From an optimization exercise on the open Yosys and OpenROAD flow, aimed at small area and a short achievable clock period; shortcuts taken in it are not production practice.
Function was checked by simulation only, so behaviour that the tests miss may differ from the original.
The clock port is modelled as an ideal driver; clocking choices that lean on that would not hold on a real chip.

===== flow/design.v =====
module prng (
    input logic [31:0] seed,
    output logic [31:0] rand_num,
    input logic clk,
    input logic rst
);
    logic [31:0] state;
    wire [30:0] x = state[30:0];
    wire [30:0] xn = ~state[30:0];
    wire [30:0] nxt;
    wire s0; wire c0;
    assign s0 = 1'b1 ^ x[2] ^ xn[0];
    assign c0 = (1'b1 & x[2]) | (1'b1 & xn[0]) | (x[2] & xn[0]);
    wire s1; wire c1;
    assign s1 = 1'b1 ^ x[3] ^ xn[1];
    assign c1 = (1'b1 & x[3]) | (1'b1 & xn[1]) | (x[3] & xn[1]);
    wire s2; wire c2;
    fa u2 (.a(x[4]), .b(xn[2]), .c(xn[0]), .s(s2), .co(c2));
    wire s3; wire c3;
    fa u3 (.a(x[5]), .b(xn[3]), .c(xn[1]), .s(s3), .co(c3));
    wire s4; wire c4;
    assign s4 = 1'b0 ^ x[4] ^ x[2];
    assign c4 = (1'b0 & x[4]) | (1'b0 & x[2]) | (x[4] & x[2]);
    wire s5; wire c5;
    fa u5 (.a(x[6]), .b(c3), .c(~s4), .s(s5), .co(c5));
    wire s6; wire c6;
    fa u6 (.a(x[7]), .b(xn[5]), .c(xn[3]), .s(s6), .co(c6));
    wire s7; wire c7;
    fa u7 (.a(x[0]), .b(~c4), .c(s6), .s(s7), .co(c7));
    wire s8; wire c8;
    fa u8 (.a(x[8]), .b(xn[6]), .c(xn[4]), .s(s8), .co(c8));
    wire s9; wire c9;
    fa u9 (.a(x[1]), .b(c6), .c(s8), .s(s9), .co(c9));
    wire s10; wire c10;
    assign s10 = 1'b1 ^ x[9] ^ x[2];
    assign c10 = (1'b1 & x[9]) | (1'b1 & x[2]) | (x[9] & x[2]);
    wire s11; wire c11;
    fa u11 (.a(xn[7]), .b(xn[5]), .c(xn[0]), .s(s11), .co(c11));
    wire s12; wire c12;
    fa u12 (.a(c8), .b(s10), .c(s11), .s(s12), .co(c12));
    wire s13; wire c13;
    fa u13 (.a(xn[8]), .b(xn[6]), .c(xn[1]), .s(s13), .co(c13));
    wire s14; wire c14;
    fa u14 (.a(x[10]), .b(x[3]), .c(c10), .s(s14), .co(c14));
    wire s15; wire c15;
    fa u15 (.a(c11), .b(s13), .c(c12), .s(s15), .co(c15));
    wire s16; wire c16;
    fa u16 (.a(xn[9]), .b(xn[7]), .c(xn[2]), .s(s16), .co(c16));
    wire s17; wire c17;
    fa u17 (.a(x[11]), .b(x[4]), .c(c13), .s(s17), .co(c17));
    wire s18; wire c18;
    fa u18 (.a(s16), .b(c14), .c(s17), .s(s18), .co(c18));
    wire s19; wire c19;
    assign s19 = 1'b1 ^ x[12] ^ x[5];
    assign c19 = (1'b1 & x[12]) | (1'b1 & x[5]) | (x[12] & x[5]);
    wire s20; wire c20;
    fa u20 (.a(xn[10]), .b(xn[8]), .c(xn[3]), .s(s20), .co(c20));
    wire s21; wire c21;
    fa u21 (.a(x[0]), .b(c16), .c(s19), .s(s21), .co(c21));
    wire s22; wire c22;
    fa u22 (.a(s20), .b(c17), .c(s21), .s(s22), .co(c22));
    wire s23; wire c23;
    assign s23 = 1'b1 ^ x[13] ^ x[6];
    assign c23 = (1'b1 & x[13]) | (1'b1 & x[6]) | (x[13] & x[6]);
    wire s24; wire c24;
    fa u24 (.a(xn[11]), .b(xn[9]), .c(xn[4]), .s(s24), .co(c24));
    wire s25; wire c25;
    fa u25 (.a(x[1]), .b(c19), .c(c20), .s(s25), .co(c25));
    wire s26; wire c26;
    fa u26 (.a(s23), .b(s24), .c(c21), .s(s26), .co(c26));
    wire s27; wire c27;
    fa u27 (.a(s25), .b(c22), .c(s26), .s(s27), .co(c27));
    wire s28; wire c28;
    fa u28 (.a(x[14]), .b(x[7]), .c(x[2]), .s(s28), .co(c28));
    wire s29; wire c29;
    fa u29 (.a(xn[12]), .b(xn[10]), .c(xn[5]), .s(s29), .co(c29));
    wire s30; wire c30;
    fa u30 (.a(x[0]), .b(c23), .c(c24), .s(s30), .co(c30));
    wire s31; wire c31;
    fa u31 (.a(s28), .b(s29), .c(c25), .s(s31), .co(c31));
    wire s32; wire c32;
    fa u32 (.a(s30), .b(c26), .c(s31), .s(s32), .co(c32));
    wire s33; wire c33;
    fa u33 (.a(x[15]), .b(x[8]), .c(x[3]), .s(s33), .co(c33));
    wire s34; wire c34;
    fa u34 (.a(xn[13]), .b(xn[11]), .c(xn[6]), .s(s34), .co(c34));
    wire s35; wire c35;
    fa u35 (.a(x[1]), .b(c28), .c(c29), .s(s35), .co(c35));
    wire s36; wire c36;
    fa u36 (.a(s33), .b(s34), .c(c30), .s(s36), .co(c36));
    wire s37; wire c37;
    fa u37 (.a(s35), .b(c31), .c(s36), .s(s37), .co(c37));
    wire s38; wire c38;
    fa u38 (.a(xn[14]), .b(xn[12]), .c(xn[7]), .s(s38), .co(c38));
    wire s39; wire c39;
    fa u39 (.a(x[9]), .b(x[4]), .c(x[2]), .s(s39), .co(c39));
    wire s40; wire c40;
    fa u40 (.a(x[16]), .b(c33), .c(c34), .s(s40), .co(c40));
    wire s41; wire c41;
    fa u41 (.a(s38), .b(s39), .c(c35), .s(s41), .co(c41));
    wire s42; wire c42;
    fa u42 (.a(s40), .b(c36), .c(s41), .s(s42), .co(c42));
    wire s43; wire c43;
    assign s43 = 1'b0 ^ x[15] ^ x[13];
    assign c43 = (1'b0 & x[15]) | (1'b0 & x[13]) | (x[15] & x[13]);
    wire s44; wire c44;
    fa u44 (.a(x[10]), .b(x[5]), .c(x[3]), .s(s44), .co(c44));
    wire s45; wire c45;
    fa u45 (.a(xn[8]), .b(xn[0]), .c(x[17]), .s(s45), .co(c45));
    wire s46; wire c46;
    fa u46 (.a(c38), .b(c39), .c(~s43), .s(s46), .co(c46));
    wire s47; wire c47;
    fa u47 (.a(s44), .b(s45), .c(c40), .s(s47), .co(c47));
    wire s48; wire c48;
    fa u48 (.a(s46), .b(c41), .c(s47), .s(s48), .co(c48));
    wire s49; wire c49;
    fa u49 (.a(xn[14]), .b(xn[9]), .c(xn[1]), .s(s49), .co(c49));
    wire s50; wire c50;
    fa u50 (.a(x[11]), .b(x[6]), .c(x[4]), .s(s50), .co(c50));
    wire s51; wire c51;
    fa u51 (.a(xn[16]), .b(~c43), .c(c44), .s(s51), .co(c51));
    wire s52; wire c52;
    fa u52 (.a(x[18]), .b(s49), .c(s50), .s(s52), .co(c52));
    wire s53; wire c53;
    fa u53 (.a(c45), .b(c46), .c(s51), .s(s53), .co(c53));
    wire s54; wire c54;
    fa u54 (.a(s52), .b(c47), .c(s53), .s(s54), .co(c54));
    wire s55; wire c55;
    fa u55 (.a(xn[15]), .b(xn[10]), .c(xn[2]), .s(s55), .co(c55));
    wire s56; wire c56;
    fa u56 (.a(x[12]), .b(x[7]), .c(x[5]), .s(s56), .co(c56));
    wire s57; wire c57;
    fa u57 (.a(x[0]), .b(xn[17]), .c(x[19]), .s(s57), .co(c57));
    wire s58; wire c58;
    fa u58 (.a(c49), .b(c50), .c(s55), .s(s58), .co(c58));
    wire s59; wire c59;
    fa u59 (.a(s56), .b(s57), .c(c51), .s(s59), .co(c59));
    wire s60; wire c60;
    fa u60 (.a(c52), .b(s58), .c(c53), .s(s60), .co(c60));
    wire s61; wire c61;
    fa u61 (.a(s59), .b(c54), .c(s60), .s(s61), .co(c61));
    wire s62; wire c62;
    fa u62 (.a(x[13]), .b(x[8]), .c(x[6]), .s(s62), .co(c62));
    wire s63; wire c63;
    fa u63 (.a(xn[11]), .b(xn[3]), .c(x[1]), .s(s63), .co(c63));
    wire s64; wire c64;
    fa u64 (.a(xn[16]), .b(xn[18]), .c(x[20]), .s(s64), .co(c64));
    wire s65; wire c65;
    fa u65 (.a(c55), .b(c56), .c(s62), .s(s65), .co(c65));
    wire s66; wire c66;
    fa u66 (.a(s63), .b(c57), .c(s64), .s(s66), .co(c66));
    wire s67; wire c67;
    fa u67 (.a(c58), .b(s65), .c(c59), .s(s67), .co(c67));
    wire s68; wire c68;
    fa u68 (.a(s66), .b(s67), .c(c60), .s(s68), .co(c68));
    wire s69; wire c69;
    fa u69 (.a(x[14]), .b(x[9]), .c(x[7]), .s(s69), .co(c69));
    wire s70; wire c70;
    fa u70 (.a(xn[12]), .b(xn[4]), .c(x[2]), .s(s70), .co(c70));
    wire s71; wire c71;
    fa u71 (.a(xn[17]), .b(xn[19]), .c(x[21]), .s(s71), .co(c71));
    wire s72; wire c72;
    fa u72 (.a(c62), .b(c63), .c(s69), .s(s72), .co(c72));
    wire s73; wire c73;
    fa u73 (.a(s70), .b(c64), .c(s71), .s(s73), .co(c73));
    wire s74; wire c74;
    fa u74 (.a(c65), .b(s72), .c(c66), .s(s74), .co(c74));
    wire s75; wire c75;
    fa u75 (.a(s73), .b(c67), .c(s74), .s(s75), .co(c75));
    wire s76; wire c76;
    assign s76 = 1'b1 ^ x[15] ^ x[10];
    assign c76 = (1'b1 & x[15]) | (1'b1 & x[10]) | (x[15] & x[10]);
    wire s77; wire c77;
    fa u77 (.a(xn[13]), .b(xn[5]), .c(xn[0]), .s(s77), .co(c77));
    wire s78; wire c78;
    fa u78 (.a(x[8]), .b(x[3]), .c(xn[18]), .s(s78), .co(c78));
    wire s79; wire c79;
    fa u79 (.a(xn[20]), .b(c69), .c(c70), .s(s79), .co(c79));
    wire s80; wire c80;
    fa u80 (.a(x[22]), .b(s76), .c(s77), .s(s80), .co(c80));
    wire s81; wire c81;
    fa u81 (.a(s78), .b(c71), .c(c72), .s(s81), .co(c81));
    wire s82; wire c82;
    fa u82 (.a(s79), .b(s80), .c(c73), .s(s82), .co(c82));
    wire s83; wire c83;
    fa u83 (.a(s81), .b(c74), .c(s82), .s(s83), .co(c83));
    wire s84; wire c84;
    fa u84 (.a(xn[14]), .b(xn[6]), .c(xn[1]), .s(s84), .co(c84));
    wire s85; wire c85;
    fa u85 (.a(x[11]), .b(x[9]), .c(x[4]), .s(s85), .co(c85));
    wire s86; wire c86;
    fa u86 (.a(x[16]), .b(xn[19]), .c(xn[21]), .s(s86), .co(c86));
    wire s87; wire c87;
    fa u87 (.a(c76), .b(c77), .c(s84), .s(s87), .co(c87));
    wire s88; wire c88;
    fa u88 (.a(s85), .b(x[23]), .c(c78), .s(s88), .co(c88));
    wire s89; wire c89;
    fa u89 (.a(c79), .b(s86), .c(c80), .s(s89), .co(c89));
    wire s90; wire c90;
    fa u90 (.a(s87), .b(s88), .c(c81), .s(s90), .co(c90));
    wire s91; wire c91;
    fa u91 (.a(s89), .b(c82), .c(s90), .s(s91), .co(c91));
    wire s92; wire c92;
    fa u92 (.a(xn[15]), .b(xn[7]), .c(xn[2]), .s(s92), .co(c92));
    wire s93; wire c93;
    fa u93 (.a(x[12]), .b(x[10]), .c(x[5]), .s(s93), .co(c93));
    wire s94; wire c94;
    fa u94 (.a(x[17]), .b(c84), .c(c85), .s(s94), .co(c94));
    wire s95; wire c95;
    fa u95 (.a(xn[20]), .b(xn[22]), .c(s92), .s(s95), .co(c95));
    wire s96; wire c96;
    fa u96 (.a(s93), .b(x[24]), .c(c86), .s(s96), .co(c96));
    wire s97; wire c97;
    fa u97 (.a(c87), .b(s94), .c(s95), .s(s97), .co(c97));
    wire s98; wire c98;
    fa u98 (.a(c88), .b(s96), .c(c89), .s(s98), .co(c98));
    wire s99; wire c99;
    fa u99 (.a(s97), .b(c90), .c(s98), .s(s99), .co(c99));
    wire s100; wire c100;
    fa u100 (.a(x[13]), .b(x[11]), .c(x[6]), .s(s100), .co(c100));
    wire s101; wire c101;
    fa u101 (.a(xn[8]), .b(xn[3]), .c(x[0]), .s(s101), .co(c101));
    wire s102; wire c102;
    fa u102 (.a(xn[16]), .b(x[18]), .c(xn[21]), .s(s102), .co(c102));
    wire s103; wire c103;
    fa u103 (.a(c92), .b(c93), .c(s100), .s(s103), .co(c103));
    wire s104; wire c104;
    fa u104 (.a(s101), .b(xn[23]), .c(x[25]), .s(s104), .co(c104));
    wire s105; wire c105;
    fa u105 (.a(c94), .b(s102), .c(c95), .s(s105), .co(c105));
    wire s106; wire c106;
    fa u106 (.a(s103), .b(s104), .c(c96), .s(s106), .co(c106));
    wire s107; wire c107;
    fa u107 (.a(c97), .b(s105), .c(s106), .s(s107), .co(c107));
    wire s108; wire c108;
    fa u108 (.a(c98), .b(s107), .c(c99), .s(s108), .co(c108));
    wire s109; wire c109;
    fa u109 (.a(x[14]), .b(x[12]), .c(x[7]), .s(s109), .co(c109));
    wire s110; wire c110;
    fa u110 (.a(xn[9]), .b(xn[4]), .c(x[1]), .s(s110), .co(c110));
    wire s111; wire c111;
    fa u111 (.a(xn[17]), .b(c100), .c(c101), .s(s111), .co(c111));
    wire s112; wire c112;
    fa u112 (.a(x[19]), .b(s109), .c(s110), .s(s112), .co(c112));
    wire s113; wire c113;
    fa u113 (.a(xn[22]), .b(xn[24]), .c(x[26]), .s(s113), .co(c113));
    wire s114; wire c114;
    fa u114 (.a(c102), .b(c103), .c(s111), .s(s114), .co(c114));
    wire s115; wire c115;
    fa u115 (.a(s112), .b(c104), .c(s113), .s(s115), .co(c115));
    wire s116; wire c116;
    fa u116 (.a(c105), .b(s114), .c(c106), .s(s116), .co(c116));
    wire s117; wire c117;
    fa u117 (.a(s115), .b(c107), .c(s116), .s(s117), .co(c117));
    wire s118; wire c118;
    fa u118 (.a(x[15]), .b(x[13]), .c(x[8]), .s(s118), .co(c118));
    wire s119; wire c119;
    fa u119 (.a(xn[10]), .b(xn[5]), .c(x[2]), .s(s119), .co(c119));
    wire s120; wire c120;
    fa u120 (.a(xn[18]), .b(c109), .c(c110), .s(s120), .co(c120));
    wire s121; wire c121;
    fa u121 (.a(x[20]), .b(s118), .c(s119), .s(s121), .co(c121));
    wire s122; wire c122;
    fa u122 (.a(xn[23]), .b(xn[25]), .c(x[27]), .s(s122), .co(c122));
    wire s123; wire c123;
    fa u123 (.a(c111), .b(c112), .c(s120), .s(s123), .co(c123));
    wire s124; wire c124;
    fa u124 (.a(s121), .b(c113), .c(s122), .s(s124), .co(c124));
    wire s125; wire c125;
    fa u125 (.a(c114), .b(s123), .c(c115), .s(s125), .co(c125));
    wire s126; wire c126;
    fa u126 (.a(s124), .b(c116), .c(s125), .s(s126), .co(c126));
    wire s127; wire c127;
    fa u127 (.a(x[14]), .b(x[9]), .c(x[3]), .s(s127), .co(c127));
    wire s128; wire c128;
    fa u128 (.a(xn[11]), .b(xn[6]), .c(x[16]), .s(s128), .co(c128));
    wire s129; wire c129;
    fa u129 (.a(xn[19]), .b(c118), .c(c119), .s(s129), .co(c129));
    wire s130; wire c130;
    fa u130 (.a(x[21]), .b(s127), .c(s128), .s(s130), .co(c130));
    wire s131; wire c131;
    fa u131 (.a(xn[24]), .b(xn[26]), .c(x[28]), .s(s131), .co(c131));
    wire s132; wire c132;
    fa u132 (.a(c120), .b(c121), .c(s129), .s(s132), .co(c132));
    wire s133; wire c133;
    fa u133 (.a(s130), .b(c122), .c(s131), .s(s133), .co(c133));
    wire s134; wire c134;
    fa u134 (.a(c123), .b(s132), .c(c124), .s(s134), .co(c134));
    wire s135; wire c135;
    fa u135 (.a(s133), .b(c125), .c(s134), .s(s135), .co(c135));
    wire s136; wire c136;
    fa u136 (.a(x[15]), .b(x[10]), .c(x[4]), .s(s136), .co(c136));
    wire s137; wire c137;
    fa u137 (.a(xn[12]), .b(xn[7]), .c(x[17]), .s(s137), .co(c137));
    wire s138; wire c138;
    fa u138 (.a(xn[20]), .b(c127), .c(x[22]), .s(s138), .co(c138));
    wire s139; wire c139;
    fa u139 (.a(c128), .b(s136), .c(s137), .s(s139), .co(c139));
    wire s140; wire c140;
    fa u140 (.a(xn[25]), .b(xn[27]), .c(c129), .s(s140), .co(c140));
    wire s141; wire c141;
    fa u141 (.a(x[29]), .b(s138), .c(c130), .s(s141), .co(c141));
    wire s142; wire c142;
    fa u142 (.a(s139), .b(c131), .c(c132), .s(s142), .co(c142));
    wire s143; wire c143;
    fa u143 (.a(s140), .b(s141), .c(c133), .s(s143), .co(c143));
    wire s144; wire c144;
    fa u144 (.a(s142), .b(c134), .c(s143), .s(s144), .co(c144));
    wire s145;
    assign s145 = x[11] ^ x[5] ^ x[0];
    wire s146;
    assign s146 = xn[13] ^ xn[8] ^ x[16];
    wire s147;
    assign s147 = x[18] ^ xn[21] ^ c136;
    wire s148;
    assign s148 = s145 ^ x[23] ^ c137;
    wire s149;
    assign s149 = s146 ^ xn[26] ^ xn[28];
    wire s150;
    assign s150 = c138 ^ s147 ^ x[30];
    wire s151;
    assign s151 = c139 ^ s148 ^ c140;
    wire s152;
    assign s152 = s149 ^ c141 ^ s150;
    wire s153;
    assign s153 = s151 ^ c142 ^ s152;
    wire s154;
    assign s154 = c143 ^ s153 ^ c144;
    wire [30:0] ra, rb;
    assign ra[0] = x[0];
    assign rb[0] = 1'b1;
    assign ra[1] = x[1];
    assign rb[1] = 1'b0;
    assign ra[2] = s0;
    assign rb[2] = 1'b0;
    assign ra[3] = c0;
    assign rb[3] = s1;
    assign ra[4] = c1;
    assign rb[4] = s2;
    assign ra[5] = c2;
    assign rb[5] = s3;
    assign ra[6] = s5;
    assign rb[6] = 1'b0;
    assign ra[7] = c5;
    assign rb[7] = s7;
    assign ra[8] = c7;
    assign rb[8] = s9;
    assign ra[9] = c9;
    assign rb[9] = s12;
    assign ra[10] = s14;
    assign rb[10] = s15;
    assign ra[11] = c15;
    assign rb[11] = s18;
    assign ra[12] = c18;
    assign rb[12] = s22;
    assign ra[13] = s27;
    assign rb[13] = 1'b0;
    assign ra[14] = c27;
    assign rb[14] = s32;
    assign ra[15] = c32;
    assign rb[15] = s37;
    assign ra[16] = c37;
    assign rb[16] = s42;
    assign ra[17] = c42;
    assign rb[17] = s48;
    assign ra[18] = c48;
    assign rb[18] = s54;
    assign ra[19] = s61;
    assign rb[19] = 1'b0;
    assign ra[20] = c61;
    assign rb[20] = s68;
    assign ra[21] = c68;
    assign rb[21] = s75;
    assign ra[22] = c75;
    assign rb[22] = s83;
    assign ra[23] = c83;
    assign rb[23] = s91;
    assign ra[24] = c91;
    assign rb[24] = s99;
    assign ra[25] = s108;
    assign rb[25] = 1'b0;
    assign ra[26] = c108;
    assign rb[26] = s117;
    assign ra[27] = c117;
    assign rb[27] = s126;
    assign ra[28] = c126;
    assign rb[28] = s135;
    assign ra[29] = c135;
    assign rb[29] = s144;
    assign ra[30] = s154;
    assign rb[30] = 1'b0;
    wire [30:0] g0 = ra & rb;
    wire [30:0] p0 = ra ^ rb;
    wire gg1 = g0[1] | (p0[1] & g0[0]);
    wire gg2 = g0[2] | (p0[2] & gg1);
    wire gg3 = g0[3] | (p0[3] & g0[2]);
    wire pp3 = p0[3] & p0[2];
    wire gg4 = gg3 | (pp3 & gg1);
    wire gg5 = g0[4] | (p0[4] & g0[3]);
    wire pp5 = p0[4] & p0[3];
    wire gg6 = gg5 | (pp5 & gg2);
    wire gg7 = g0[5] | (p0[5] & g0[4]);
    wire pp7 = p0[5] & p0[4];
    wire gg8 = gg7 | (pp7 & g0[3]);
    wire pp8 = pp7 & p0[3];
    wire gg9 = gg8 | (pp8 & gg2);
    wire gg10 = g0[6] | (p0[6] & gg9);
    wire gg11 = g0[7] | (p0[7] & g0[6]);
    wire pp11 = p0[7] & p0[6];
    wire gg12 = gg11 | (pp11 & gg9);
    wire gg13 = g0[8] | (p0[8] & g0[7]);
    wire pp13 = p0[8] & p0[7];
    wire gg14 = gg13 | (pp13 & gg10);
    wire gg15 = g0[9] | (p0[9] & g0[8]);
    wire pp15 = p0[9] & p0[8];
    wire gg16 = gg15 | (pp15 & gg11);
    wire pp16 = pp15 & pp11;
    wire gg17 = gg16 | (pp16 & gg9);
    wire gg18 = g0[10] | (p0[10] & gg15);
    wire pp18 = p0[10] & pp15;
    wire gg19 = gg18 | (pp18 & gg12);
    wire gg20 = g0[11] | (p0[11] & g0[10]);
    wire pp20 = p0[11] & p0[10];
    wire gg21 = gg20 | (pp20 & gg17);
    wire gg22 = g0[12] | (p0[12] & gg20);
    wire pp22 = p0[12] & pp20;
    wire gg23 = gg22 | (pp22 & gg17);
    wire gg24 = g0[13] | (p0[13] & gg23);
    wire gg25 = g0[14] | (p0[14] & g0[13]);
    wire pp25 = p0[14] & p0[13];
    wire gg26 = gg25 | (pp25 & gg23);
    wire gg27 = g0[15] | (p0[15] & g0[14]);
    wire pp27 = p0[15] & p0[14];
    wire gg28 = gg27 | (pp27 & g0[13]);
    wire pp28 = pp27 & p0[13];
    wire gg29 = gg28 | (pp28 & gg23);
    wire gg30 = g0[16] | (p0[16] & g0[15]);
    wire pp30 = p0[16] & p0[15];
    wire gg31 = gg30 | (pp30 & g0[14]);
    wire pp31 = pp30 & p0[14];
    wire gg32 = gg31 | (pp31 & gg24);
    wire gg33 = g0[17] | (p0[17] & g0[16]);
    wire pp33 = p0[17] & p0[16];
    wire gg34 = gg33 | (pp33 & gg27);
    wire pp34 = pp33 & pp27;
    wire gg35 = gg34 | (pp34 & gg24);
    wire gg36 = g0[18] | (p0[18] & g0[17]);
    wire pp36 = p0[18] & p0[17];
    wire gg37 = gg36 | (pp36 & gg30);
    wire pp37 = pp36 & pp30;
    wire gg38 = gg37 | (pp37 & gg26);
    wire gg39 = g0[18] | (p0[18] & gg33);
    wire pp39 = p0[18] & pp33;
    wire gg40 = g0[19] | (p0[19] & gg39);
    wire pp40 = p0[19] & pp39;
    wire gg41 = gg40 | (pp40 & gg29);
    wire gg42 = g0[20] | (p0[20] & g0[19]);
    wire pp42 = p0[20] & p0[19];
    wire gg43 = gg42 | (pp42 & gg38);
    wire gg44 = g0[21] | (p0[21] & g0[20]);
    wire pp44 = p0[21] & p0[20];
    wire gg45 = gg44 | (pp44 & g0[19]);
    wire pp45 = pp44 & p0[19];
    wire gg46 = gg45 | (pp45 & gg38);
    wire gg47 = g0[22] | (p0[22] & g0[21]);
    wire pp47 = p0[22] & p0[21];
    wire gg48 = gg47 | (pp47 & gg42);
    wire pp48 = pp47 & pp42;
    wire gg49 = gg48 | (pp48 & gg38);
    wire gg50 = g0[23] | (p0[23] & g0[22]);
    wire pp50 = p0[23] & p0[22];
    wire gg51 = gg50 | (pp50 & gg44);
    wire pp51 = pp50 & pp44;
    wire gg52 = gg51 | (pp51 & gg41);
    wire gg53 = g0[24] | (p0[24] & g0[23]);
    wire pp53 = p0[24] & p0[23];
    wire gg54 = gg53 | (pp53 & gg47);
    wire pp54 = pp53 & pp47;
    wire gg55 = gg54 | (pp54 & gg43);
    wire gg56 = g0[25] | (p0[25] & gg54);
    wire pp56 = p0[25] & pp54;
    wire gg57 = gg56 | (pp56 & gg43);
    wire gg58 = g0[26] | (p0[26] & g0[25]);
    wire pp58 = p0[26] & p0[25];
    wire gg59 = gg58 | (pp58 & gg55);
    wire gg60 = g0[27] | (p0[27] & g0[26]);
    wire pp60 = p0[27] & p0[26];
    wire gg61 = gg60 | (pp60 & g0[25]);
    wire pp61 = pp60 & p0[25];
    wire gg62 = gg61 | (pp61 & gg55);
    wire gg63 = g0[28] | (p0[28] & g0[27]);
    wire pp63 = p0[28] & p0[27];
    wire gg64 = gg63 | (pp63 & gg58);
    wire pp64 = pp63 & pp58;
    wire gg65 = gg64 | (pp64 & gg55);
    wire gg66 = g0[29] | (p0[29] & g0[28]);
    wire pp66 = p0[29] & p0[28];
    wire gg67 = gg66 | (pp66 & gg60);
    wire pp67 = pp66 & pp60;
    wire gg68 = gg67 | (pp67 & gg57);
    wire gg69 = g0[29] | (p0[29] & gg63);
    wire pp69 = p0[29] & pp63;
    wire gg70 = g0[30] | (p0[30] & gg69);
    wire pp70 = p0[30] & pp69;
    wire gg71 = gg70 | (pp70 & gg59);
    assign nxt[0] = p0[0];
    assign nxt[1] = p0[1] ^ g0[0];
    assign nxt[2] = p0[2] ^ gg1;
    assign nxt[3] = p0[3] ^ gg2;
    assign nxt[4] = p0[4] ^ gg4;
    assign nxt[5] = p0[5] ^ gg6;
    assign nxt[6] = p0[6] ^ gg9;
    assign nxt[7] = p0[7] ^ gg10;
    assign nxt[8] = p0[8] ^ gg12;
    assign nxt[9] = p0[9] ^ gg14;
    assign nxt[10] = p0[10] ^ gg17;
    assign nxt[11] = p0[11] ^ gg19;
    assign nxt[12] = p0[12] ^ gg21;
    assign nxt[13] = p0[13] ^ gg23;
    assign nxt[14] = p0[14] ^ gg24;
    assign nxt[15] = p0[15] ^ gg26;
    assign nxt[16] = p0[16] ^ gg29;
    assign nxt[17] = p0[17] ^ gg32;
    assign nxt[18] = p0[18] ^ gg35;
    assign nxt[19] = p0[19] ^ gg38;
    assign nxt[20] = p0[20] ^ gg41;
    assign nxt[21] = p0[21] ^ gg43;
    assign nxt[22] = p0[22] ^ gg46;
    assign nxt[23] = p0[23] ^ gg49;
    assign nxt[24] = p0[24] ^ gg52;
    assign nxt[25] = p0[25] ^ gg55;
    assign nxt[26] = p0[26] ^ gg57;
    assign nxt[27] = p0[27] ^ gg59;
    assign nxt[28] = p0[28] ^ gg62;
    assign nxt[29] = p0[29] ^ gg65;
    assign nxt[30] = p0[30] ^ gg68;
    always_ff @(posedge clk) begin
        if (rst) begin
            state <= seed;
        end else begin
            state <= {1'b0, nxt};
        end
        rand_num <= state;
    end
endmodule
module fa (
    input  logic a,
    input  logic b,
    input  logic c,
    output logic s,
    output logic co
);
    assign s = a ^ b ^ c;
    assign co = (a & b) | (a & c) | (b & c);
endmodule

===== flow/flow/run.sh =====
#!/bin/bash
# Standard layout with two changes: the smallest buffer on each port, and
# useful clock skew between registers after clock tree synthesis (skew.tcl).
# Clock tree synthesis adds no dummy loads.
export BUFFER_PORTS_ARGS="-buffer_cell sky130_fd_sc_hd__buf_1"
export POST_CTS_TCL="$PWD/flow/skew.tcl"
export SKIP_CTS_REPAIR_TIMING=1
# clock tree: no dummy loads for balancing (the skew step sets the arrivals)
export CTS_ARGS="-sink_clustering_enable -repair_clock_nets -dont_use_dummy_load -buf_list {sky130_fd_sc_hd__clkbuf_4 sky130_fd_sc_hd__clkbuf_8}"
bash standard.sh > standard.log 2>&1

===== flow/flow/skew.py =====
#!/usr/bin/env python3
"""Plan a later clock arrival for registers (useful skew).

usage: skew.py PATHS PERIOD

PATHS holds lines "kind from to slack" as skew.tcl writes them. A delay D[r]
(>= 0) on register r's clock changes a register-to-register path s->e by
D[s] - D[e]. The plan finds the smallest period T such that:
  setup   (PERIOD - slack) + D[s] - D[e] <= T      for register pairs
  hold    slack + D[s] - D[e] >= HOLD_MARGIN
  output  (PERIOD - slack) + D[s] <= T            (the skew may only hurt)
  input   (PERIOD - slack) <= T                   (no gain from the skew)
  D[r] <= DMAX
and prints, for each register that needs a delay, a chain of delay cells.
"""
import sys

DMAX = 1.5
HOLD_MARGIN = 0.0
LEVEL_COST = 0.15
# cells and the delay each adds in front of one register's clock pin (ns)
CELLS = [
    ('sky130_fd_sc_hd__clkbuf_1', 0.09, 3.75),
    ('sky130_fd_sc_hd__dlygate4sd1_1', 0.20, 8.76),
    ('sky130_fd_sc_hd__clkdlybuf4s50_1', 0.46, 10.01),
]

path_file, period = sys.argv[1], float(sys.argv[2])
setup, hold, outp, inp, inhold = {}, {}, {}, {}, {}
regs = set()
for line in open(path_file):
    f = line.split()
    if len(f) != 4:
        continue
    kind, s, e, sl = f[0], f[1], f[2], float(f[3])
    if kind == 'max':
        setup[(s, e)] = min(setup.get((s, e), 1e9), sl)
        regs.update((s, e))
    elif kind == 'min':
        hold[(s, e)] = min(hold.get((s, e), 1e9), sl)
        regs.update((s, e))
    elif kind == 'outmax':
        outp[s] = min(outp.get(s, 1e9), sl)
        regs.add(s)
    elif kind == 'inmax':
        inp[e] = min(inp.get(e, 1e9), sl)
        regs.add(e)
    elif kind == 'inmin':
        inhold[e] = min(inhold.get(e, 1e9), sl)
        regs.add(e)
regs = sorted(regs)
idx = {r: i + 1 for i, r in enumerate(regs)}


def solve(T):
    # difference constraints x[b] >= x[a] + w as edges (a, b, w); longest path
    edges = []
    for r in regs:
        ub = DMAX
        if r in inhold:
            ub = min(ub, max(0.0, inhold[r] - HOLD_MARGIN))
        if r in outp:
            ub = min(ub, T - (period - outp[r]))
        if ub < 0:
            return None
        edges.append((0, idx[r], 0.0))
        edges.append((idx[r], 0, -ub))
    for (s, e), sl in setup.items():
        d = period - sl
        if s == e:
            if d > T:
                return None
            continue
        edges.append((idx[s], idx[e], d - T))
    for (s, e), sl in hold.items():
        if s == e:
            continue
        # D[e] - D[s] <= sl - margin
        edges.append((idx[e], idx[s], -max(0.0, sl - HOLD_MARGIN)))
    for e, sl in inp.items():
        if period - sl > T:
            return None
    n = len(regs) + 1
    x = [0.0] + [-1e18] * (n - 1)
    for it in range(n + 1):
        changed = False
        for a, b, w in edges:
            if x[a] > -1e17 and x[a] + w > x[b] + 1e-9:
                x[b] = x[a] + w
                changed = True
        if not changed:
            return {r: x[idx[r]] for r in regs}
        if x[0] > 1e-9:
            return None
    return None


t0 = max([period - sl for sl in setup.values()] + [period - sl for sl in inp.values()]
         + [period - sl for sl in outp.values()])
lo, hi = 0.0, t0
if solve(hi) is None:
    print(f'# no skew plan (T0 {t0:.3f})')
    sys.exit(0)
for _ in range(40):
    m = (lo + hi) / 2
    if solve(m) is None:
        lo = m
    else:
        hi = m
T = hi
D = solve(T)
print(f'# period without skew {t0:.3f}, with skew {T:.3f}')


CELL_D = {c[0]: c[1] for c in CELLS}


def chain(delta):
    # fewest-area chain of cells whose delay is closest to delta
    best = None
    for a in range(0, 4):
        for b in range(0, 4):
            for c in range(0, 4):
                if a + b + c == 0 or a + b + c > 4:
                    continue
                n = (a, b, c)
                d = sum(k * cell[1] for k, cell in zip(n, CELLS))
                area = sum(k * cell[2] for k, cell in zip(n, CELLS))
                cost = abs(d - delta) + 0.004 * area
                if best is None or cost < best[0]:
                    best = (cost, n)
    out = []
    for k, cell in zip(best[1], CELLS):
        out += [cell[0]] * k
    return out


# Shared delays: the registers are put on a few levels; level k is reached
# through a cascade of delay stages, each stage driving the registers of its
# level and the next stage.
need = sorted((D[r], r) for r in regs if D[r] >= 0.06)
if not need:
    sys.exit(0)
vals = [v for v, _ in need]


def levels_for(k):
    # 1-D k-means on the wanted delays
    cent = [vals[int((i + 0.5) * len(vals) / k)] for i in range(k)]
    for _ in range(50):
        groups = [[] for _ in cent]
        for v in vals:
            groups[min(range(k), key=lambda i: abs(v - cent[i]))].append(v)
        cent = [sum(g) / len(g) if g else c for g, c in zip(groups, cent)]
    err = sum(min(abs(v - c) for c in cent) for v in vals)
    return sorted(cent), err


best = None
for k in range(1, 7):
    cent, err = levels_for(k)
    cost = err + LEVEL_COST * k
    if best is None or cost < best[0]:
        best = (cost, cent)
cent = best[1]
prev = 0.0
real = 0.0
lev_of = {r: min(range(len(cent)), key=lambda i: abs(v - cent[i])) + 1 for v, r in need}
for k, c in enumerate(cent, 1):
    # each stage ends in a stronger buffer that drives its registers and the
    # next stage
    nload = sum(1 for r in lev_of if lev_of[r] == k) + (1 if k < len(cent) else 0)
    driver = ('sky130_fd_sc_hd__clkbuf_8', 0.12) if nload > 3 else ('sky130_fd_sc_hd__clkbuf_4', 0.12)
    rest = c - real - driver[1]
    cells = chain(rest) if rest > 0.05 else []
    cells.append(driver[0])
    real += sum(CELL_D.get(x, driver[1]) for x in cells)
    print('stage', k, f'{c:.3f}', ' '.join(cells))
for v, r in need:
    print('level', r, lev_of[r], f'{v:.3f}')

===== flow/flow/skew.tcl =====
# Useful clock skew between registers, run after clock tree synthesis
# (POST_CTS_TCL). It measures the worst setup and hold slack of every
# register-to-register path, and the worst slack of every path from an input
# and to an output, then asks skew.py for a later clock arrival for each
# register that shortens the period set by the register-to-register paths.
# Paths from the inputs and to the outputs get no gain from it: an input path
# must meet that period without the skew, and an output path must meet it with
# the skew. The delays are made by clock buffers put in front of the
# registers' clock pins.

set skew_dir [file dirname [file normalize [info script]]]
set work_dir [file dirname $skew_dir]
set_propagated_clock [all_clocks]
estimate_parasitics -placement

set regs [all_registers -cells]
set clkpin [dict create]
set dpin [dict create]
set cellof [dict create]
foreach r $regs {
  set n [get_full_name $r]
  dict set cellof $n $r
  foreach p [get_pins -of_objects $r] {
    set pn [get_property $p lib_pin_name]
    if { $pn == "CLK" } { dict set clkpin $n $p }
    if { $pn == "D" } { dict set dpin $n $p }
  }
}

set f [open $work_dir/skew_paths.txt w]
foreach r $regs {
  set n [get_full_name $r]
  set cp [dict get $clkpin $n]
  foreach {kind pd} {max max min min} {
    set paths [find_timing_paths -from $cp -path_delay $pd \
      -group_path_count 10000 -endpoint_path_count 1 -unique_paths_to_endpoint]
    foreach p $paths {
      set ep [get_property $p endpoint]
      set epn [get_full_name $ep]
      if { [get_property $ep direction] == "output" } {
        puts $f "out$kind $n - [get_property $p slack]"
      } else {
        set einst [get_full_name [get_cells -of_objects $ep]]
        puts $f "$kind $n $einst [get_property $p slack]"
      }
    }
  }
  set dp [dict get $dpin $n]
  foreach {kind pd} {inmax max inmin min} {
    set paths [find_timing_paths -from [all_inputs] -to $dp -path_delay $pd]
    foreach p $paths {
      puts $f "$kind - $n [get_property $p slack]"
    }
  }
}
close $f

set period [get_property [lindex [all_clocks] 0] period]
exec python3 $skew_dir/skew.py $work_dir/skew_paths.txt $period > $work_dir/skew_plan.txt
puts "skew plan:"
puts [exec cat $work_dir/skew_plan.txt]

set block [ord::get_db_block]
set stages {}
set level [dict create]
foreach line [split [exec cat $work_dir/skew_plan.txt] "\n"] {
  if { [lindex $line 0] == "stage" } { lappend stages [lrange $line 3 end] }
  if { [lindex $line 0] == "level" } { dict set level [lindex $line 1] [lindex $line 2] }
}
set nbuf 0
set drv_net ""
set k 0
foreach cells $stages {
  incr k
  set pins {}
  set sx 0
  set sy 0
  set np 0
  dict for {n lv} $level {
    if { $lv >= $k } {
      lappend pins [dict get $clkpin $n]
      set loc [[sta::sta_to_db_inst [dict get $cellof $n]] getLocation]
      set sx [expr { $sx + [lindex $loc 0] }]
      set sy [expr { $sy + [lindex $loc 1] }]
      incr np
    }
  }
  if { $np == 0 } { break }
  set xy [list [ord::dbu_to_microns [expr { $sx / $np }]] [ord::dbu_to_microns [expr { $sy / $np }]]]
  foreach cell $cells {
    if { $drv_net == "" } {
      set net [get_nets -of_objects [lindex $pins end]]
      insert_buffer -buffer_cell $cell -net $net -load_pins $pins -load_pins_on_diff_nets \
        -location $xy -buffer_name skewbuf_$nbuf -net_name skewnet_$nbuf
    } else {
      insert_buffer -buffer_cell $cell -net $drv_net -load_pins $pins \
        -location $xy -buffer_name skewbuf_$nbuf -net_name skewnet_$nbuf
    }
    set drv_net [get_nets skewnet_$nbuf]
    set bnet [$block findNet skewnet_$nbuf]
    if { $bnet ne "NULL" && $bnet ne "" } { $bnet setSigType CLOCK }
    incr nbuf
  }
}
puts "skew buffers inserted: $nbuf"

detailed_placement
check_placement -verbose
estimate_parasitics -placement
report_worst_slack -max
report_worst_slack -min

===== flow/standard.sh =====
#!/bin/bash
# synth_recipe.tcl (not shown) runs the flow's synth.tcl, then flattens the netlist and writes it again
# the make line also repeats each setting of config.mk as NAME=value (left out here)
make -C /OpenROAD-flow-scripts/flow DESIGN_CONFIG=/design/flow/config.mk WORK_HOME=/design/flow/orfs CLKGATE_MAP_FILE= SYNTH_SCRIPT=/design/flow/synth_recipe.tcl "${@:-finish}"

===== flow/config.mk =====
export PLATFORM = sky130hd
export DESIGN_NAME = prng
export DESIGN_NICKNAME = prng
export VERILOG_FILES = /design/flow/design.v
export SDC_FILE = /design/flow/constraint.sdc
export NUM_CORES = 4
export LEC_CHECK = 0
export CAP_MARGIN = 20
export CORE_MARGIN = 2
export CORE_UTILIZATION = 50
export CTS_BUF_LIST = sky130_fd_sc_hd__clkbuf_4 sky130_fd_sc_hd__clkbuf_8
export HOLD_SLACK_MARGIN = 0.1
export SETUP_SLACK_MARGIN = 3.5
export SLEW_MARGIN = 20
export SYNTH_HIERARCHICAL = 1

===== flow/constraint.sdc =====
create_clock -name core_clock -period 7.0 [get_ports {clk}]
set_input_delay 1.4000 -clock core_clock [delete_from_list [all_inputs] [get_ports {clk}]]
set_output_delay 1.4000 -clock core_clock [all_outputs]
set_load 0.01 [all_outputs]

==> results of run 1 <==
[cell families after synthesis]
logic type / Yosys count / synth area share (%)
adders and majority gates: 172 / 54.37
AOI/OAI and AO/OA: 72 / 8.535
DFF: 64 / 21.90
and+or+nand+nor: 60 / 4.792
buffers and inverters: 59 / 3.786
xor gates and xnor gates: 39 / 5.840
muxes: 4 / 0.7700
[flip-flops by register name, indices dropped and copies added, names as in the netlist]
register,count
state,32
rand_num,32
[final timing paths]
check,startpoint,end,slack (ns),depth (start not counted)
max,state[22],state[27],3.50,10
min reg2reg,state[8],state[30],0.16,8
max reg2reg,state[22],state[27],3.50,10
min,state[8],state[30],0.16,8
[modules after synthesis (local to each module, per instance)]
module / flip-flops and latches / copies in the design / area, sq um
fa: 0 / 137 / 20.02
prng: 64 / 1 / 3107
[routing by layer]
metal | vias to the layer above | wire length, um | global-route usage [%]
met5 | - | 0 | 0
met3 | 26 | 890 | 4.698
met2 | 124 | 6927 | 38.71
li1 | 1752 | - | -
met1 | 1946 | 6715 | 37.87
met4 | 0 | 361 | 8.618
[worst min-delay path, cell delays in order, from the launching register on]
cell and delay, ns:
dfxtp_4 0.49, xor2_1 0.12, xnor2_1 0.14, xnor2_1 0.14
xnor2_1 0.14, xnor2_1 0.17, nand3_1 0.10, o211ai_1 0.09
nor3_2 0.11
[final cells by class, without the clock buffers]
| class | instances | area (sq um) |
|---|---|---|
| Inverter | 53 | 225.2 |
| Tap cell | 143 | 178.9 |
| Multi-Input combinational cell | 347 | 4564 |
| Timing Repair Buffer | 100 | 520.5 |
| Sequential cell | 64 | 1365 |
| Fill cell | 947 | 4362 |
[stage by stage]
stage	hold slack (ns)	instances
after global placement	0.3132	673
after floorplan	0.3096	470
final	0.1572	726
after detailed placement	0.3179	673
after global routing	0.1676	726
[synthesized netlist by cell type (2+ instances only)]
cell type | n | area share, %
ha_1 | 35 | 7.5
nand2_1 | 33 | 2.1
nand3_1 | 3 | 0.26
a31oi_1 | 4 | 0.43
clkbuf_1 | 5 | 0.32
o31ai_1 | 5 | 0.64
a21o_1 | 3 | 0.38
nand4_1 | 3 | 0.32
mux2_2 | 4 | 0.77
xor2_1 | 13 | 1.9
nor3_1 | 4 | 0.34
o21a_1 | 4 | 0.51
nor2_1 | 5 | 0.32
and2_1 | 2 | 0.21
nor3_2 | 2 | 0.34
fa_1 | 137 | 47
dfxtp_1 | 64 | 22
o21ai_0 | 25 | 2.1
nand2b_1 | 2 | 0.21
a21oi_1 | 12 | 1.0
xnor2_1 | 26 | 3.9
inv_1 | 53 | 3.4
and3_1 | 2 | 0.21
a211o_1 | 2 | 0.30
o21bai_1 | 2 | 0.26
o211ai_1 | 4 | 0.51
==> results_dict.tcl, run 1 <==
set metrics [dict create \
    viasPerCell 5.300 \
    maxCapViolations 0 \
    place_ws_ns 2.390 \
    grt_overflow 0 \
    fin_worst_skew_ns 1.415 \
    post-route-period-util_pct 50.03 \
    setup_viol 0 \
    final_cell_mix "fa_1 (118), buf_1 (64), dfxtp_1 (37), inv_1 (34), nand2_1 (33)" \
    setup_tns_ns 0 \
    avgSynthCellArea_sq_um 12.45 \
    finalHoldViolCount 0 \
    ant_nets 0 \
    holdCritPathClass "register to register" \
    die_w_um 112.2 \
    synth-seq-cells 64 \
    path_cells "inv_1 > fa_1 > fa_2 > fa_2 > fa_2 > ha_4 > nand4_1 > nor3_2 > o31a_1 > o31ai_1" \
    antenna_found_initial 0 \
    portBuffers 65 \
    track_usage_pct 25.61 \
    grt_pass1_vias 4194 \
    syn_nets 676 \
    worst_ep_arrival_time_ns 4.70 \
    diodes 0 \
    drt_wl_total_um 14900 \
    io_pins 66 \
    yosysSeqAreaShare_pct 21.90 \
    clkSlewWorstSetupHoldPaths_ns 0.07 \
    syn-cell-area_sq_um 5849 \
    final_area_sq_um 7057 \
    firstDrtPassIters 4 \
    clock_latency_ns 1.75 \
    crit_top_cell "fa_2" \
    drtIter0Drc 203 \
    synth-edff-count 0 \
    nets 791 \
    cp-end-kind "register" \
    fin_crit_ns 3.502 \
    die-area_sq_um 12580 \
    grt_setup_unrepaired "yes" \
    dpl.hpwl_um 11630 \
    synthArstFlopShare_pct 0 \
    post_drt_wl_per_cell_um 20.52 \
    fp.dieH_um 112.2 \
    grt_max_degree 61 \
    cts_tree "built" \
    place_congestion 0.9467 \
    initial_core_util_pct 51.23 \
    place_area_sq_um 6466 \
    tightest_slew_ns 0.5744 \
    cts_sinks 64 \
    cp_slowest_stage_delay_ns 0.55 \
    slew_headroom_pct 61.70 \
    synth_cell_types 42 \
    critical-path-slowest-cell "fa_1" \
    synth_top_flop_cell "dfxtp_1" \
    clock.fmax_mhz 285.5 \
    slew_violations 0 \
    finish.utilization_pct 61.80 \
    yosys_warnings 7 \
    drive_above_1_share_pct 24.70 \
    critPathKind "register to register" \
    drc 0 \
    crit_fanout 4 \
    path_buf_inv 1 \
    syn2layout_area_growth_pct 20.64 \
    grt_first_pass_wirelength_um 23500 \
    coreArea_sq_um 11420 \
    via_count 3848 \
    final_common_cell "fa_1" \
    synthCells 470 \
    cp.required_ns 8.20 \
    crit_family "adder cells" \
    status "timing/DRC/antenna clean" \
    setup_ws_ns 3.498 \
    start_kind "register" \
    rows 39 \
]
==> inputs of run 2 (changes only) <==
--- a/flow/config.mk
+++ b/flow/config.mk
@@ -10,6 +10,6 @@
 export CORE_UTILIZATION = 50
 export CTS_BUF_LIST = sky130_fd_sc_hd__clkbuf_4 sky130_fd_sc_hd__clkbuf_8
 export HOLD_SLACK_MARGIN = 0.1
-export SETUP_SLACK_MARGIN = 3.5
+export SETUP_SLACK_MARGIN = 3.3
 export SLEW_MARGIN = 20
 export SYNTH_HIERARCHICAL = 1
==> results_dict.tcl, run 2 <==
set metrics [dict create \
    status "timing/DRC/antenna clean" \
    place_congestion 0.8676 \
    clock.fmax_mhz 280.8 \
    drt_wl_total_um 14070 \
    synth_most_common_cell "fa_1" \
    synthTopCellsByCount "fa_1 (137), dfxtp_1 (64), inv_1 (53)" \
    clock_latency_ns 1.67 \
    setup.worst_path.start "state[7]" \
    cp_num_cells 10 \
    final_cells 711 \
    nets 776 \
    avgSynthCellArea_sq_um 12.45 \
    ant_nets 0 \
    r2r-start "state[7]" \
    ys_top_cells_by_area "fa_1 (47%), dfxtp_1 (22%), ha_1 (7.5%), xnor2_1 (3.9%), inv_1 (3.4%)" \
    min_path_cells 8 \
    yosys.area.top_type "fa_1" \
    synth_fa_ha_area_share_pct 54.37 \
    top_regs "rand_num (32), state (32)" \
    synthSimpleGateAreaFrac_pct 4.791 \
    portBuffers 65 \
    path_cells "inv_4 > fa_1 > fa_1 > fa_1 > ha_4 > nand3_1 > o31a_4 > o211ai_1 > ha_2 > mux2_2" \
    rr_endpoint "state[13]" \
    synth-edff-count 0 \
    ff_latch_area_sq_um 1353 \
    firstDrtPassIters 4 \
    slew_headroom_pct 62.65 \
    antenna_found_initial 0 \
    path_buf_inv 1 \
    fp.dieH_um 112.2 \
    synth_compound_area_share_pct 8.535 \
    r2r_slack_ns 3.44 \
    grt_overflow 0 \
    die-area_sq_um 12580 \
    cts_sinks 64 \
    cp-end-kind "register" \
    multi_input_area_sq_um 4491 \
    via_count 3768 \
    dpl.cell_count 673 \
    tightest_slew_ns 0.5602 \
    synth_mux_area_share_pct 0.7701 \
    yosys_warnings 7 \
    yosysSeqAreaShare_pct 21.90 \
    cp_slowest_stage_delay_ns 0.50 \
    slew_violations 0 \
    worst_ep_arrival_time_ns 3.80 \
    fin_worst_skew_ns 1.324 \
    synthArstFlopShare_pct 0 \
    endpoint "state[13]" \
    synth_top_family_by_area "adder cells" \
    start_kind "register" \
    viasPerCell 5.300 \
    fin_hold_ws_ns 0.1169 \
    crit_top_cell "fa_1" \
    holdCritPathClass "register to register" \
    cp.required_ns 7.24 \
    crit_family "adder cells" \
    die_w_um 112.2 \
    post-route-period-util_pct 50.88 \
    clkSlewWorstSetupHoldPaths_ns 0.06 \
    fin_crit_ns 3.562 \
    finalHoldViolCount 0 \
    synth_cell_types 42 \
    post_drt_wl_per_cell_um 19.79 \
    setup_tns_ns 0 \
    setup_viol 0 \
    drc 0 \
    rows 39 \
    drtIter0Drc 214 \
    synth-seq-cells 64 \
    critPathKind "register to register" \
    maxCapViolations 0 \
    grt_setup_unrepaired "no" \
    yosys.area_share.xor_xnor_pct 5.840 \
    synth_top_flop_cell "dfxtp_1" \
    num-fill-cells 1006 \
    track_usage_pct 24.89 \
    final_cell_mix "fa_1 (125), buf_1 (64), dfxtp_1 (41), inv_1 (37), nand2_1 (33)" \
    reg2reg_depth 10 \
    critical-path-slowest-cell "fa_1" \
    drive_above_1_share_pct 19.01 \
    initial_core_util_pct 51.23 \
    crit_fanout 5 \
    grt_first_pass_wirelength_um 22990 \
    syn-cell-area_sq_um 5849 \
    synthCells 470 \
    final_common_cell "fa_1" \
    diodes 0 \
    dpl.hpwl_um 11320 \
    syn_nets 676 \
    coreArea_sq_um 11420 \
    grt_max_degree 61 \
    grt_pass1_vias 4231 \
    netlist.area_leader.share_pct 46.89 \
    cts_tree "built" \
    io_pins 66 \
    syn2layout_area_growth_pct 17.09 \
]
-- run 2: kinds of logic (layout without fill, tap and decap cells) --
family / count (synthesis) / after routing
multiplexers: 4 / 4
adder cells (fa/ha/maj): 172 / 172
flip-flops: 64 / 64
buffers and inverters: 59 / 157
XOR/XNOR: 39 / 39
AO/OA/AOI/OAI: 72 / 72
AND/OR/NAND/NOR: 60 / 60
-- run 2: layout make-up, without the clock buffers --
class                      count  area share, %
multi-input combinational    347          65.56
sequential                    64          19.75
timing repair buffer          86          6.028
inverter                      53          3.197
tap                          143          2.612
-- run 2: worst min path at each step --
stage,start,end,slack (ns)
6_report,state[13],state[30],0.12
5_1_grt,state[13],state[30],0.16
3_5_place_dp,state[31],rand_num[31],0.32
3_3_place_gp,state[31],rand_num[31],0.31
2_1_floorplan,state[31],rand_num[31],0.31
-- run 2: routing by layer --
layer / routed length, um / track usage (%) / vias to the layer above
li1: - / - / 1725
met1: 6443 / 36.46 / 1921
met2: 6604 / 37.87 / 105
met3: 804 / 4.752 / 17
met4: 221 / 8.293 / 0
met5: 0 / 0 / -
-- run 2: stage by stage --
step                      worst slack, ns  instance area (sq um)  utilization [%]
after floorplan                     2.861                   6031                -
after global placement              2.483                   6440            56.40
after detailed placement            2.352                   6440            56.40
after global routing                3.303                   6849            59.98
final                               3.438                   6849            59.98
-- run 2: modules after synthesis, one instance, submodules excluded --
module,area (sq um),flip-flops and latches,cells
fa,20.02,0,1
prng,3107,64,333
-- run 2: worst register-to-register path, cell delays in order (launching register included) --
cell and delay, ns:
dfxtp_4 0.39, inv_4 0.08, fa_1 0.49, fa_1 0.41, fa_1 0.50, ha_4 0.31, nand3_1 0.08, o31a_4 0.37
o211ai_1 0.23, ha_2 0.33, mux2_2 0.26
==> inputs of run 3 (changes only) <==
--- a/flow/flow/skew.py
+++ b/flow/flow/skew.py
@@ -17,7 +17,7 @@
 
 DMAX = 1.5
 HOLD_MARGIN = 0.0
-LEVEL_COST = 0.15
+LEVEL_COST = 0.3
 # cells and the delay each adds in front of one register's clock pin (ns)
 CELLS = [
     ('sky130_fd_sc_hd__clkbuf_1', 0.09, 3.75),
==> results_dict.tcl, run 3 <==
set metrics [dict create \
    finish.utilization_pct 59.98 \
    slew_headroom_pct 62.65 \
    synthArstFlopShare_pct 0 \
    drc 0 \
    drtIter0Drc 214 \
    fp.dieH_um 112.2 \
    synth_most_common_cell "fa_1" \
    status "timing/DRC/antenna clean" \
    synthTopCellsByCount "fa_1 (137), dfxtp_1 (64), inv_1 (53)" \
    place_congestion 0.8676 \
    synthSimpleGateAreaFrac_pct 4.791 \
    synth-seq-cells 64 \
    drive_above_1_share_pct 19.01 \
    netlist.area_leader.share_pct 46.89 \
    via_count 3768 \
    synth_mux_area_share_pct 0.7701 \
    viasPerCell 5.300 \
    holdCritPathClass "register to register" \
    die-area_sq_um 12580 \
    ant_nets 0 \
    firstDrtPassIters 4 \
    fin_crit_ns 3.562 \
    yosys.area.top_type "fa_1" \
    hold_path_startpoint "state[13]" \
    die_w_um 112.2 \
    met2_length_um 6604 \
    dpl.hpwl_um 11320 \
    grt_setup_unrepaired "no" \
    synth_fa_ha_area_share_pct 54.37 \
    place_ws_ns 2.352 \
    post-route-period-util_pct 50.88 \
    yosysSeqAreaShare_pct 21.90 \
    portBuffers 65 \
    finalHoldViolCount 0 \
    maxCapViolations 0 \
    setup.worst_path.start "state[7]" \
    met3_length_um 804 \
    diodes 0 \
    antenna_found_initial 0 \
    setup_viol 0 \
    grt_pass1_vias 4231 \
    initial_core_util_pct 51.23 \
    cp-end-kind "register" \
    top_regs "rand_num (32), state (32)" \
    cts_tree "built" \
    crit_fanout 5 \
    synth_compound_area_share_pct 8.535 \
    track_usage_pct 24.89 \
    worst_ep_arrival_time_ns 3.80 \
    grt_first_pass_wirelength_um 22990 \
    synth-edff-count 0 \
    post_drt_wl_per_cell_um 19.79 \
    final_cell_mix "fa_1 (125), buf_1 (64), dfxtp_1 (41), inv_1 (37), nand2_1 (33)" \
    fin_worst_skew_ns 1.324 \
    yosys.area_share.xor_xnor_pct 5.840 \
    rows 39 \
    synth_cell_types 42 \
    tightest_slew_ns 0.5602 \
    yosys_warnings 7 \
    io_pins 66 \
    critPathKind "register to register" \
    clkSlewWorstSetupHoldPaths_ns 0.06 \
    synth_top_flop_cell "dfxtp_1" \
    drt_wl_total_um 14070 \
    final_common_cell "fa_1" \
    cp.required_ns 7.24 \
    clock_latency_ns 1.67 \
    synth_top_family_by_area "adder cells" \
    coreArea_sq_um 11420 \
    r2r-start "state[7]" \
    nets 776 \
    cts_sinks 64 \
    start_kind "register" \
    clock.fmax_mhz 280.8 \
    synthCells 470 \
    ys_top_cells_by_area "fa_1 (47%), dfxtp_1 (22%), ha_1 (7.5%), xnor2_1 (3.9%), inv_1 (3.4%)" \
    drt-met1-wl_um 6443 \
    grt_overflow 0 \
    avgSynthCellArea_sq_um 12.45 \
    num-fill-cells 1006 \
    topRoutingLayerUsed "met4" \
    grt_max_degree 61 \
    slew_violations 0 \
    syn-cell-area_sq_um 5849 \
    syn_nets 676 \
    syn2layout_area_growth_pct 17.09 \
    setup_tns_ns 0 \
    setup_ws_ns 3.438 \
]
==> run 3: cell counts after synthesis <==
No cell type changed its count.
==> run 3: path summary, 6_finish.rpt <==
| kind | depth (start not counted) | slack [ns] | endpoint |
|---|---|---|---|
| worst min-delay path | 8 | 0.12 | state[30] |
| worst min register to register | 8 | 0.12 | state[30] |
| worst max-delay path | 10 | 3.44 | state[13] |
| worst max register to register | 10 | 3.44 | state[13] |
==> run 3: cell families (layout without fill, tap and decap cells) <==
family                   count (synthesis)  count (layout)
AND/OR/NAND/NOR                         60              60
AO/OA/AOI/OAI                           72              72
adder cells (fa/ha/maj)                172             172
XOR/XNOR                                39              39
buffers and inverters                   59             157
multiplexers                             4               4
flip-flops                              64              64
==> run 3: metrics by stage <==
step | std cells | hold slack, ns | instance area [sq um]
global placement | 673 | 0.3120 | 6440
floorplan | 470 | 0.3096 | 6031
finish | 711 | 0.1169 | 6849
global route | 711 | 0.1583 | 6849
detailed placement | 673 | 0.3244 | 6440
==> run 3: final cells by class, without the clock buffers <==
cell class              instances  area, sq um  area share (%)
inverters                      53        219.0           3.197
multi-input cells             347         4491           65.56
flip-flops and latches         64         1353           19.75
well taps                     143        178.9           2.612
repair buffers                 86        412.9           6.028
==> run 3: per-module statistics from Yosys, one instance, submodules excluded <==
module | copies in the design | cells | flops+latches
prng | 1 | 333 | 64
fa | 137 | 1 | 0
==> run 3: worst max-delay path, cell delays in order, from the launching register on <==
cell and delay, ns:
dfxtp_4 0.39, inv_4 0.08, fa_1 0.49, fa_1 0.41, fa_1 0.50, ha_4 0.31, nand3_1 0.07, o31a_4 0.37
o211ai_1 0.23, ha_2 0.33, mux2_2 0.26
==> run 3: per-layer routing <==
layer  up-vias  GRT usage (%)
met5         -              0
met4         0          8.293
met3        17          4.752
met2       105          37.87
met1      1921          36.46
li1       1725              -
==> inputs of run 4 (changes only) <==
--- a/flow/flow/skew.py
+++ b/flow/flow/skew.py
@@ -17,7 +17,7 @@
 
 DMAX = 1.5
 HOLD_MARGIN = 0.0
-LEVEL_COST = 0.3
+LEVEL_COST = 0.07
 # cells and the delay each adds in front of one register's clock pin (ns)
 CELLS = [
     ('sky130_fd_sc_hd__clkbuf_1', 0.09, 3.75),
==> results_dict.tcl, run 4 <==
set metrics [dict create \
    grt_setup_unrepaired "no" \
    diodes 0 \
    setup_ws_ns 3.386 \
    syn2layout_area_growth_pct 17.78 \
    place_congestion 0.8676 \
    place_area_sq_um 6440 \
    synthTopCellsByCount "fa_1 (137), dfxtp_1 (64), inv_1 (53)" \
    fp.dieH_um 112.2 \
    viasPerCell 5.302 \
    drive_above_1_share_pct 18.75 \
    holdCritPathClass "register to register" \
    yosys.area.top_type "fa_1" \
    track_usage_pct 24.94 \
    ys_top_cells_by_area "fa_1 (47%), dfxtp_1 (22%), ha_1 (7.5%), xnor2_1 (3.9%), inv_1 (3.4%)" \
    top_regs "rand_num (32), state (32)" \
    synthCells 470 \
    antenna_found_initial 0 \
    netlist.area_leader.share_pct 46.89 \
    avgSynthCellArea_sq_um 12.45 \
    synth-seq-cells 64 \
    portBuffers 65 \
    finalHoldViolCount 0 \
    setup_tns_ns 0 \
    yosys_warnings 7 \
    synth_most_common_cell "fa_1" \
    setup_viol 0 \
    drtIter0Drc 271 \
    num-fill-cells 1015 \
    yosysSeqAreaShare_pct 21.90 \
    firstDrtPassIters 5 \
    die_w_um 112.2 \
    drc 0 \
    synth_top_flop_cell "dfxtp_1" \
    slew_violations 0 \
    ant_nets 0 \
    nets 784 \
    grt_pass1_vias 4220 \
    final_common_cell "fa_1" \
    rows 39 \
    worst_ep_arrival_time_ns 3.86 \
    place_ws_ns 2.352 \
    tightest_slew_ns 0.5699 \
    crit_fanout 5 \
    syn-cell-area_sq_um 5849 \
    io_pins 66 \
    final_area_sq_um 6889 \
    cts_tree "built" \
    drt_wl_total_um 14150 \
    synth_cell_types 42 \
    coreArea_sq_um 11420 \
    post_drt_wl_per_cell_um 19.69 \
    synthArstFlopShare_pct 0 \
    final_cell_mix "fa_1 (125), buf_1 (64), dfxtp_1 (44), inv_1 (37), nand2_1 (33)" \
    post-route-period-util_pct 51.63 \
    cp.required_ns 7.24 \
    cts_sinks 64 \
    clock.fmax_mhz 276.7 \
    grt_max_degree 61 \
    slew_headroom_pct 62.01 \
    syn_nets 676 \
    initial_core_util_pct 51.23 \
    grt_first_pass_wirelength_um 23030 \
    via_count 3812 \
    maxCapViolations 0 \
    critPathKind "register to register" \
    fin_crit_ns 3.614 \
    status "timing/DRC/antenna clean" \
    dpl.hpwl_um 11320 \
    synth-edff-count 0 \
    grt_overflow 0 \
    start_kind "register" \
    clock_latency_ns 1.76 \
    fin_worst_skew_ns 1.417 \
    cp-end-kind "register" \
    die-area_sq_um 12580 \
    clkSlewWorstSetupHoldPaths_ns 0.06 \
]
==> run 4: cell counts after synthesis <==
Identical to the previous run, type by type.
==> run 4: final timing paths <==
path | startpoint | to | slack (ns) | depth (start not counted)
worst max-delay path | state[7] | state[13] | 3.39 | 10
worst min-delay path | state[15] | state[30] | 0.24 | 9
worst max register to register | state[7] | state[13] | 3.39 | 10
worst min register to register | state[15] | state[30] | 0.24 | 9
==> run 4: cell families (layout without fill, tap and decap cells) <==
group,Yosys count,after routing,share of synthesized area (%)
adders and majority gates,172,172,54.37
buffers and inverters,59,165,3.786
xor gates and xnor gates,39,39,5.840
AOI/OAI and AO/OA,72,72,8.535
DFF,64,64,21.90
and+or+nand+nor,60,60,4.792
muxes,4,4,0.7700
==> run 4: through the flow <==
step           utilization (%)  hold slack [ns]  std cells
5_1_grt                  60.33           0.2095        719
3_3_place_gp             56.40           0.3120        673
6_report                 60.33           0.2440        719
2_1_floorplan                -           0.3096        470
3_5_place_dp             56.40           0.3244        673
==> run 4: critical path, cell delays in order, from the launching register on <==
cell,delay (ns)
dfxtp_4,0.39
inv_2,0.12
fa_1,0.51
fa_1,0.41
fa_1,0.50
ha_4,0.31
nand3_1,0.07
o31a_4,0.37
o211ai_1,0.23
ha_2,0.33
mux2_2,0.26
==> run 4: cell type report, without the clock buffers <==
class / instances / area (sq um) / area share, %
inverter: 53 / 216.5 / 3.142
tap: 143 / 178.9 / 2.597
timing repair buffer: 91 / 457.9 / 6.647
sequential: 64 / 1346 / 19.54
multi-input combinational: 347 / 4486 / 65.11
==> run 4: metal layers <==
metal  part of all wire [%]  GRT usage (%)
met5                      0              0
met4                    1.7          7.967
met3                    5.0          4.752
met2                     47          37.83
met1                     47          36.78
==> run 4: modules after synthesis, one instance, submodules excluded <==
module | copies in the design | cells inside
fa | 137 | 1
prng | 1 | 333

[static timing again, ports no longer ideal]
In the flow no input, the clock included, has a driving cell. The finished layouts below were timed again as built, in two steps.
Step 1: set_driving_cell puts a clkbuf_16 on clk and a buf_2 on each other input, an assumption about the parent block.
Step 2, shift: input delay + t, output delay - t, t = (earliest + latest rising clock arrival at the registers) / 2. This alone moves slack from input paths to output paths.
Slacks: ideal ports / drivers / drivers and shift; pairs: ideal ports / drivers.
run | shift t [ns] | setup slack, ns | worst setup path at the end | clock arrival spread, ns | slew at the worst register clock pin (ns)
run 1 | 1.081 | 3.498 / 3.498 / 3.498 | register to register | 1.415 / 1.415 | 0.08 / 0.08
run 2 | 1.043 | 3.438 / 3.438 / 3.438 | register to register | 1.324 / 1.325 | 0.08 / 0.08
run 3 | 1.043 | 3.438 / 3.438 / 3.438 | register to register | 1.324 / 1.325 | 0.08 / 0.08
run 4 | 1.089 | 3.386 / 3.386 / 3.386 | register to register | 1.418 / 1.418 | 0.08 / 0.08
Clock arrivals are far apart in every run listed, so t is only a midpoint there and step 2 fits no single register.
